Source: an optimization exercise on an open RTL-to-GDS flow (aim: small area, a short achievable clock period and few clock cycles). Production flows keep margins and buffers that such runs may drop.
In this exercise RTL edits were held to simulation tests only and were not proved equivalent to the original.
Power is estimated from default activity; no workload was simulated.

==> inputs of run D <==
==> flow/design.v (excerpt) <==
module freqcalccore_v1_0_S00_AXI #
	(
		parameter integer FHT_B = 7,
		parameter integer FHT_N = 2 ** FHT_B,
		parameter IDLE = 3'b000,
		parameter PRELOAD = 3'b001,
		parameter PREMULT_1 = 3'b010,
		parameter PREMULT_2 = 3'b011,
		parameter ACCUMULATION = 3'b100,
		parameter SQUARING = 3'b101,
		parameter CONVERSION = 3'b110,
		parameter FIND_MAX = 3'b111,
		parameter integer PDM_DIV = 2,
		parameter integer SAMPLE_DIV = 256,
		parameter integer C_S_AXI_DATA_WIDTH	= 32,
		parameter integer C_S_AXI_ADDR_WIDTH	= 4
	)
	(
		input wire pdm_data,
		output wire pdm_clk,
		output wire pdm_lrsel,
		output wire led0,
		output wire led1,
		input wire  S_AXI_ACLK,
		input wire  S_AXI_ARESETN,
		input wire [C_S_AXI_ADDR_WIDTH-1 : 0] S_AXI_AWADDR,
		input wire [2 : 0] S_AXI_AWPROT,
		input wire  S_AXI_AWVALID,
		output wire  S_AXI_AWREADY,
		input wire [C_S_AXI_DATA_WIDTH-1 : 0] S_AXI_WDATA,
		input wire [(C_S_AXI_DATA_WIDTH/8)-1 : 0] S_AXI_WSTRB,
		input wire  S_AXI_WVALID,
		output wire  S_AXI_WREADY,
		output wire [1 : 0] S_AXI_BRESP,
		output wire  S_AXI_BVALID,
		input wire  S_AXI_BREADY,
		input wire [C_S_AXI_ADDR_WIDTH-1 : 0] S_AXI_ARADDR,
		input wire [2 : 0] S_AXI_ARPROT,
		input wire  S_AXI_ARVALID,
		output wire  S_AXI_ARREADY,
		output wire [C_S_AXI_DATA_WIDTH-1 : 0] S_AXI_RDATA,
		output wire [1 : 0] S_AXI_RRESP,
		output wire  S_AXI_RVALID,
		input wire  S_AXI_RREADY
	);
export LEC_CHECK = 0
export ABC_AREA = 1
export CAP_MARGIN = 20
export CORE_MARGIN = 2
export CORE_UTILIZATION = 50
export CTS_BUF_LIST = sky130_fd_sc_hd__clkbuf_8
export PLACE_DENSITY = 0.75
export SLEW_MARGIN = 20
create_clock -name core_clock -period 12.0 [get_ports {S_AXI_ACLK}]
standard.sh (not shown) runs the stock make flow with config.mk's settings and CLKGATE_MAP_FILE= SYNTH_SCRIPT=/design/flow/synth_recipe.tcl, a recipe that flattens the netlist after the stock synthesis.
==> flow/flow/run.sh <==
#!/bin/bash
# Own layout flow: the standard flow (standard.sh, unchanged synthesis), with repair_timing
# aiming at a tighter setup margin so that the layout's reg-to-reg and port paths come out
# shorter; clock tree synthesis with larger sink clusters and without dummy balancing loads;
# and the port buffers (every port still gets one) made of buf_2 cells.  The clock period and
# the constraints are the design's (constraint.sdc).
set -euo pipefail
MARGIN=$(cat flow/margin.txt 2>/dev/null || echo 6)
CTS="-sink_clustering_enable -repair_clock_nets -dont_use_dummy_load -sink_clustering_size 30 -sink_clustering_max_diameter 80 -sink_clustering_buffer sky130_fd_sc_hd__clkbuf_16 -buf_list sky130_fd_sc_hd__clkbuf_8"
bash standard.sh SETUP_SLACK_MARGIN=$MARGIN TNS_END_PERCENT=100 "CTS_ARGS=$CTS" "BUFFER_PORTS_ARGS=-buffer_cell sky130_fd_sc_hd__buf_2" finish > standard_make.log 2>&1
==> flow/flow/margin.txt <==
6.95
==> run B: changes against run D <==
--- a/flow/design.v
+++ b/flow/design.v
@@ -156,12 +156,12 @@
                     ring[6*gq +: 6] <= ring[6*((gq + 127) % 128) +: 6];
             end
         end
     endgenerate
     localparam [167:0] TPL = 168'hddafd77cdcf17fbcf2d576a908805b2c4988d4e14f;
-    localparam [95:0] REG3 = 96'hecfb7ab642058139a89dcefd;
-    localparam [23:0] FIRSTR3 = 24'he200e1;
+    localparam [95:0] REG2 = 96'hefdecfb7ab642058139a89dc;
+    localparam [23:0] FIRSTR2 = 24'h3c401c;
     reg run_i;
     reg [4:0] s_i;
     reg [3:0] d_i;
     wire [6:0] ptr3 = ptr + 7'd3;
     wire go = ~run_i & ~pending & ~clr & (cnt >= 8'd14) & (cnt <= 8'd40) & (ptr3[2:0] == 3'd0);
@@ -242,36 +242,50 @@
                 wire [17:0] th = (gk % 2 == 1) ? tho : th0;
                 wire [5:0] xa = lag_s ? ring[6*(8*gu+32*gk+1) +: 6] : ring[6*(8*gu+32*gk) +: 6];
                 wire a1 = ge6(xa, th[17:12]), a2 = ge6(xa, th[11:6]), a3 = ge6(xa, th[5:0]);
                 wire [1:0] fa = {a2, (a1 & ~a2) | a3};
                 always @(posedge clk)
-                    t_r[3*(gu+4*gk) +: 3] <= {1'b0, fa} ^ {3{ng}};    
+                    t_r[3*(gu+4*gk) +: 3] <= ng ? (3'd0 - {1'b0, fa}) : {1'b0, fa};
             end
         end
     endgenerate
     reg it_s0, it_s1, it_e1, it_e2, it_e3;
     reg run_s0, run_s1, run_e1;
+    reg go_s0, go_s1;
+    reg [4:0] s_e1;
+    reg [3:0] d_e1;
     always @(posedge clk) begin
         if (!rstn) begin
             it_s0 <= 1'b0; it_s1 <= 1'b0; it_e1 <= 1'b0; it_e2 <= 1'b0; it_e3 <= 1'b0;
             run_s0 <= 1'b0; run_s1 <= 1'b0; run_e1 <= 1'b0;
+            go_s0 <= 1'b0; go_s1 <= 1'b0;
         end else begin
             it_s0 <= item_n; it_s1 <= it_s0; it_e1 <= it_s1; it_e2 <= it_e1; it_e3 <= it_e2;
             run_s0 <= run_i | go; run_s1 <= run_s0; run_e1 <= run_s1;
+            go_s0 <= go; go_s1 <= go_s0;
+        end
+        if (go_s1) begin
+            s_e1 <= 5'd0;
+            d_e1 <= 4'd0;
+        end else if (s_e1 == 5'd23) begin
+            s_e1 <= 5'd0;
+            d_e1 <= d_e1 + 4'd1;
+        end else begin
+            s_e1 <= s_e1 + 5'd1;
         end
     end
     integer i;
     reg signed [6:0] vsum;
     always @(*) begin
         vsum = 7'sd0;
         for (i = 0; i < 16; i = i + 1)
-            vsum = vsum + {{4{t_r[3*i+2]}}, t_r[3*i +: 3]} + {6'd0, t_r[3*i+2]};
+            vsum = vsum + {{4{t_r[3*i+2]}}, t_r[3*i +: 3]};
     end
     reg signed [6:0] vsum_r;
     always @(posedge clk) vsum_r <= vsum;
-    wire [3:0] rg3 = REG3[4*s_i +: 4];
-    wire first3 = FIRSTR3[s_i];
+    wire [3:0] rg3 = REG2[4*s_e1 +: 4];
+    wire first3 = FIRSTR2[s_e1];
     wire signed [7:0] vx = {vsum_r[6], vsum_r};
     reg signed [6:0] iu0, iu4, iw0, iw4, itb2, itb6, itc2, itc6;
     reg signed [7:0] pb, qb, pm, qm, pc, qc, pd, qd;
     reg signed [7:0] acc_in;
     always @(*) begin
@@ -310,77 +324,53 @@
         end
     end
     reg signed [8:0] c_o1, c_o33, c_t2c, c_o17, c_t2b, c_o113;
     always @(posedge clk) begin
         if (run_e1) begin
-            if (s_i == 5'd21) c_o1 <= pm + qm;
-            if (s_i == 5'd23) c_o33 <= pb - qb;
-            if (s_i == 5'd23) c_t2c <= itc2 - itc6;
-            if (s_i == 5'd5) c_o17 <= pc + qc;
-            if (s_i == 5'd9) c_t2b <= itb2 - itb6;
-            if (s_i == 5'd9) c_o113 <= pd - qd;
-        end
-    end
-    reg [2:0] pp_n;
-    always @(*) begin
-        case (s_i)
-            5'd15: pp_n = 3'd1;
-            5'd20: pp_n = 3'd2;
-            5'd22: pp_n = 3'd3;
-            5'd2: pp_n = 3'd4;
-            5'd4: pp_n = 3'd5;
-            5'd6: pp_n = 3'd6;
-            5'd8: pp_n = 3'd7;
-            default: pp_n = 3'd0;
+            if (s_e1 == 5'd18) c_o1 <= pm + qm;
+            if (s_e1 == 5'd20) c_o33 <= pb - qb;
+            if (s_e1 == 5'd20) c_t2c <= itc2 - itc6;
+            if (s_e1 == 5'd2) c_o17 <= pc + qc;
+            if (s_e1 == 5'd6) c_t2b <= itb2 - itb6;
+            if (s_e1 == 5'd6) c_o113 <= pd - qd;
+        end
+    end
+    reg [2:0] pp;      
+    always @(*) begin
+        case (s_e1)
+            5'd13: pp = 3'd1;
+            5'd18: pp = 3'd2;
+            5'd20: pp = 3'd3;
+            5'd0: pp = 3'd4;
+            5'd2: pp = 3'd5;
+            5'd4: pp = 3'd6;
+            5'd6: pp = 3'd7;
+            default: pp = 3'd0;
         endcase
     end
-    wire [3:0] own = pp_n[2] ? (d_i - 4'd1) : d_i;    
+    wire [3:0] own = pp[2] ? (d_e1 - 4'd1) : d_e1;    
     wire [5:0] b6 = {2'd0, own};
-    reg [5:0] k_n;
-    always @(*) begin
-        case (pp_n)
-            3'd1: k_n = 6'd0 - b6;
-            3'd2: k_n = b6 + 6'd31;
-            3'd3: k_n = 6'd32 - b6;
-            3'd4: k_n = b6 + 6'd47;
-            3'd5: k_n = 6'd16 - b6;
-            3'd6: k_n = b6 + 6'd15;
-            default: k_n = 6'd48 - b6;
-        endcase
-    end
-    wire v_n = run_s1 & (pp_n != 3'd0) & (own >= ((pp_n == 3'd1) ? 4'd2 : 4'd1)) & (own <= 4'd8);
-    reg [2:0] pp;
-    reg pair_e1;
-    reg [5:0] k_p;
-    always @(posedge clk) begin
-        if (!rstn) begin
-            pp <= 3'd0;
-            pair_e1 <= 1'b0;
-        end else begin
-            pp <= pp_n;
-            pair_e1 <= v_n;
-        end
-        k_p <= k_n;
-    end
     wire bp = pp[2];
     wire [6:0] op_t2 = bp ? itc2 : itb2;
     wire [6:0] op_t6 = bp ? itc6 : itb6;
     wire [8:0] op_tt = bp ? c_t2b : c_t2c;
     reg [7:0] op_p, op_q;
     reg [8:0] op_c;
     reg nu, nt, np, nq, nt2, nc;
+    reg [5:0] k_p;
+    reg v_p;
     always @(*) begin
         nu = bp;
         case (pp)
-            3'd1: begin op_p = pb; op_q = qb; op_c = c_o1;   nt = 1'b0; np = 1'b1; nq = 1'b1; nt2 = 1'b0; nc = 1'b1; end
-            3'd2: begin op_p = pm; op_q = qm; op_c = c_o33;  nt = 1'b1; np = 1'b0; nq = 1'b1; nt2 = 1'b1; nc = 1'b1; end
-            3'd3: begin op_p = pm; op_q = qm; op_c = c_o33;  nt = 1'b1; np = 1'b1; nq = 1'b0; nt2 = 1'b1; nc = 1'b0; end
-            3'd4: begin op_p = pd; op_q = qd; op_c = c_o17;  nt = 1'b1; np = 1'b0; nq = 1'b0; nt2 = 1'b0; nc = 1'b1; end
-            3'd5: begin op_p = pd; op_q = qd; op_c = c_o17;  nt = 1'b1; np = 1'b1; nq = 1'b1; nt2 = 1'b0; nc = 1'b0; end
-            3'd6: begin op_p = pc; op_q = qc; op_c = c_o113; nt = 1'b0; np = 1'b0; nq = 1'b1; nt2 = 1'b1; nc = 1'b0; end
-            3'd7: begin op_p = pc; op_q = qc; op_c = c_o113; nt = 1'b0; np = 1'b1; nq = 1'b0; nt2 = 1'b1; nc = 1'b1; end
-            default: begin op_p = pb; op_q = qb; op_c = c_o1; nt = 1'b0; np = 1'b0; nq = 1'b0; nt2 = 1'b0; nc = 1'b0; end
+            3'd1: begin op_p = pb; op_q = qb; op_c = c_o1;   nt = 1'b0; np = 1'b1; nq = 1'b1; nt2 = 1'b0; nc = 1'b1; k_p = 6'd0 - b6;  v_p = (own >= 4'd2); end
+            3'd2: begin op_p = pm; op_q = qm; op_c = c_o33;  nt = 1'b1; np = 1'b0; nq = 1'b1; nt2 = 1'b1; nc = 1'b1; k_p = b6 + 6'd31; v_p = (own >= 4'd1); end
+            3'd3: begin op_p = pm; op_q = qm; op_c = c_o33;  nt = 1'b1; np = 1'b1; nq = 1'b0; nt2 = 1'b1; nc = 1'b0; k_p = 6'd32 - b6; v_p = (own >= 4'd1); end
+            3'd4: begin op_p = pd; op_q = qd; op_c = c_o17;  nt = 1'b1; np = 1'b0; nq = 1'b0; nt2 = 1'b0; nc = 1'b1; k_p = b6 + 6'd47; v_p = (own >= 4'd1); end
+            3'd5: begin op_p = pd; op_q = qd; op_c = c_o17;  nt = 1'b1; np = 1'b1; nq = 1'b1; nt2 = 1'b0; nc = 1'b0; k_p = 6'd16 - b6; v_p = (own >= 4'd1); end
+            3'd6: begin op_p = pc; op_q = qc; op_c = c_o113; nt = 1'b0; np = 1'b0; nq = 1'b1; nt2 = 1'b1; nc = 1'b0; k_p = b6 + 6'd15; v_p = (own >= 4'd1); end
+            3'd7: begin op_p = pc; op_q = qc; op_c = c_o113; nt = 1'b0; np = 1'b1; nq = 1'b0; nt2 = 1'b1; nc = 1'b1; k_p = 6'd48 - b6; v_p = (own >= 4'd1); end
+            default: begin op_p = pb; op_q = qb; op_c = c_o1; nt = 1'b0; np = 1'b0; nq = 1'b0; nt2 = 1'b0; nc = 1'b0; k_p = 6'd0; v_p = 1'b0; end
         endcase
     end
     wire [9:0] e_u0 = {{3{iu0[6]}}, iu0};
     wire [9:0] e_u4 = {{3{iu4[6]}}, iu4} ^ {10{nu}};
     wire [9:0] e_t2 = {{3{op_t2[6]}}, op_t2} ^ {10{nt}};
@@ -393,10 +383,11 @@
     wire [9:0] e_c = {op_c[8], op_c} ^ {10{nc}};
     wire [2:0] one1 = {2'd0, nu} + {1'b0, nt, 1'b0} + {2'd0, np} + {2'd0, nq};
     wire [1:0] one2 = {1'b0, nu} + {1'b0, nt2} + {1'b0, nc};
     wire [9:0] bin1 = e_u0 + e_u4 + e_t2 + e_t6 + e_p + e_q + {7'd0, one1};
     wire [9:0] bin2 = e_w0 + e_w4 + e_tt + e_c + {8'd0, one2};
+    wire pair_e1 = run_e1 & (pp != 3'd0) & v_p & (own <= 4'd8);
     reg [9:0] b1_r, b2_r;
     reg [5:0] k1_r;
     reg v1_r;
     always @(posedge clk) begin
         if (!rstn) v1_r <= 1'b0;
==> flow/flow/run.sh (replaced) <==
#!/bin/bash
# Own layout flow: the standard flow (standard.sh, unchanged synthesis), with repair_timing
# aiming at a tighter setup margin so that the layout's reg-to-reg and port paths come out
# shorter.  The clock period and the constraints are the design's (constraint.sdc).
set -euo pipefail
MARGIN=$(cat flow/margin.txt 2>/dev/null || echo 6)
bash standard.sh SETUP_SLACK_MARGIN=$MARGIN TNS_END_PERCENT=100 finish > standard_make.log 2>&1
==> flow/flow/margin.txt (replaced) <==
6.8
--- a/flow/config.mk
+++ b/flow/config.mk
@@ -3,11 +3,10 @@
 export DESIGN_NICKNAME = freqcalccore_v1_0_S00_AXI
 export VERILOG_FILES = /design/flow/design.v
 export SDC_FILE = /design/flow/constraint.sdc
 export NUM_CORES = 8
 export LEC_CHECK = 0
-export ABC_AREA = 1
 export CAP_MARGIN = 20
 export CORE_MARGIN = 2
 export CORE_UTILIZATION = 50
 export CTS_BUF_LIST = sky130_fd_sc_hd__clkbuf_8
 export PLACE_DENSITY = 0.75
==> run M: changes against run D <==
--- a/flow/design.v
+++ b/flow/design.v
@@ -308,18 +308,31 @@
                 default: qd <= acc_out;
             endcase
         end
     end
     reg signed [8:0] c_o1, c_o33, c_t2c, c_o17, c_t2b, c_o113;
+    reg signed [7:0] ca, cb;
+    reg csub;
+    always @(*) begin
+        case (s_i)
+            5'd21:  begin ca = pm; cb = qm; csub = 1'b0; end
+            5'd3: begin ca = pb; cb = qb; csub = 1'b1; end
+            5'd23: begin ca = {itc2[6], itc2}; cb = {itc6[6], itc6}; csub = 1'b1; end
+            5'd5: begin ca = pc; cb = qc; csub = 1'b0; end
+            5'd9: begin ca = {itb2[6], itb2}; cb = {itb6[6], itb6}; csub = 1'b1; end
+            default:   begin ca = pd; cb = qd; csub = 1'b1; end
+        endcase
+    end
+    wire [8:0] cv = {ca[7], ca} + ({cb[7], cb} ^ {9{csub}}) + {8'd0, csub};
     always @(posedge clk) begin
         if (run_e1) begin
-            if (s_i == 5'd21) c_o1 <= pm + qm;
-            if (s_i == 5'd23) c_o33 <= pb - qb;
-            if (s_i == 5'd23) c_t2c <= itc2 - itc6;
-            if (s_i == 5'd5) c_o17 <= pc + qc;
-            if (s_i == 5'd9) c_t2b <= itb2 - itb6;
-            if (s_i == 5'd9) c_o113 <= pd - qd;
+            if (s_i == 5'd21) c_o1 <= cv;
+            if (s_i == 5'd3) c_o33 <= cv;
+            if (s_i == 5'd23) c_t2c <= cv;
+            if (s_i == 5'd5) c_o17 <= cv;
+            if (s_i == 5'd9) c_t2b <= cv;
+            if (s_i == 5'd10) c_o113 <= cv;
         end
     end
     reg [2:0] pp_n;
     always @(*) begin
         case (s_i)
==> flow/flow/run.sh (replaced) <==
#!/bin/bash
# Own layout flow: the standard flow (standard.sh, unchanged synthesis), with repair_timing
# aiming at a tighter setup margin so that the layout's reg-to-reg and port paths come out
# shorter; clock tree synthesis with larger sink clusters and without dummy balancing loads;
# and the port buffers (every port still gets one) made of buf_2 cells.  The clock period and
# the constraints are the design's (constraint.sdc).
set -euo pipefail
MARGIN=$(cat flow/margin.txt 2>/dev/null || echo 6)
CTS="-sink_clustering_enable -repair_clock_nets -dont_use_dummy_load -sink_clustering_size 18 -sink_clustering_max_diameter 60 -buf_list sky130_fd_sc_hd__clkbuf_8"
bash standard.sh SETUP_SLACK_MARGIN=$MARGIN TNS_END_PERCENT=100 "CTS_ARGS=$CTS" "BUFFER_PORTS_ARGS=-buffer_cell sky130_fd_sc_hd__buf_2" finish > standard_make.log 2>&1
--- a/flow/config.mk
+++ b/flow/config.mk
@@ -6,9 +6,9 @@
 export NUM_CORES = 8
 export LEC_CHECK = 0
 export ABC_AREA = 1
 export CAP_MARGIN = 20
 export CORE_MARGIN = 2
-export CORE_UTILIZATION = 50
+export CORE_UTILIZATION = 55
 export CTS_BUF_LIST = sky130_fd_sc_hd__clkbuf_8
-export PLACE_DENSITY = 0.75
+export PLACE_DENSITY = 0.8
 export SLEW_MARGIN = 20
==> run summary <==
Result of the run: run D finished clean; run M finished clean; run B finished clean
Worst slack at placement: run D 6.36 ns; run M 5.73 ns; run B 5.29 ns
Power share of the clock group: run D 0.315; run M 0.303; run B 0.452
Most frequent cell after synthesis: run D sky130_fd_sc_hd__nand2_1; run M sky130_fd_sc_hd__nand2_1; run B sky130_fd_sc_hd__dfxtp_1
Arrival time worst endpoint: run D 2.64 ns; run M 2.64 ns; run B 2.74 ns
Die Footprint: run D 122,000 sq um; run M 110,000 sq um; run B 122,000 sq um
Peak supply drop: run D 0.143 mV; run M 0.107 mV; run B 0.117 mV
Reg clk slew, reported paths: run D 0.11 ns; run M 0.10 ns; run B 0.06 ns
Die outline height: run D 349 microns; run M 331 microns; run B 350 microns
Multi-Input Combinational: run D 3,810; run M 3,773; run B 3,482
Wire length of the first global-routing pass: run D 218,000 microns; run M 215,000 microns; run B 216,000 microns
Number of cells upsized or downsized after cts: run D 39; run M 31; run B 54
Share of the final layout cell area in sequential cells: run D 0.461; run M 0.472; run B 0.438
P per Cell Area: run D 106 nW/um^2; run M 106 nW/um^2; run B 128 nW/um^2
Cts bufs inserted: run D 60; run M 95; run B 198
Layout clock area frac: run D 0.0227; run M 0.0209; run B 0.0646
Met2 GRT Util: run D 0.398; run M 0.425; run B 0.361
Number of standard cells in the layout, taps in and fillers out: run D 7,783; run M 7,582; run B 7,333
Initial antenna violation count: run D 3; run M 6; run B 4
Final-layout non-clock buffer area share: run D 0.0177; run M 0.0142; run B 0.0224
Cell at the slowest stage of the critical path: run D sky130_fd_sc_hd__buf_6; run M sky130_fd_sc_hd__buf_6; run B sky130_fd_sc_hd__clkdlybuf4s15_1
Multiplexer share of the synthesized area: run D 0.0204; run M 0.0189; run B 0.0634
Final worst clock skew: run D 0.107 ns; run M 0.106 ns; run B 0.112 ns
Testbench counts of run D, summed over its fixed seeds: cycles 180.
Testbench counts of run B, summed over its fixed seeds: cycles 180.
Testbench counts of run M, summed over its fixed seeds: cycles 180.

afterwards: timing with drivers on the ports:
How much do the figures lean on ideal ports? The routed layouts below were timed once more, with nothing changed but the port constraints. Step 1: set_driving_cell puts a clkbuf_16 on S_AXI_ACLK and a buf_2 on each other input, an assumption about the parent block. Step 2, shift: input delay + t, output delay - t, t = (earliest + latest rising clock arrival at the registers) / 2. This alone moves slack from input paths to output paths. Slacks: ideal ports / drivers / drivers and shift; pairs: ideal ports / drivers.
run | t, ns | slack for setup (ns) | hold slack, ns | latest minus earliest clock arrival (ns) | slew at the worst register clock pin (ns)
run D | 0.909 | 6.960 / 6.929 / 6.929 | 0.223 / 0.223 / 0.223 | 0.112 / 0.112 | 0.12 / 0.12
run B | 0.992 | 6.860 / 6.831 / 6.831 | 0.238 / 0.238 / 0.238 | 0.120 / 0.120 | 0.08 / 0.08
run M | 0.832 | 6.956 / 6.919 / 6.919 | 0.266 / 0.266 / 0.266 | 0.138 / 0.138 | 0.11 / 0.11
After both steps every run listed still meets setup and hold. The setup slack of run M, which loses most, moves by -0.037 ns with the drivers and by -0.037 ns with both steps.
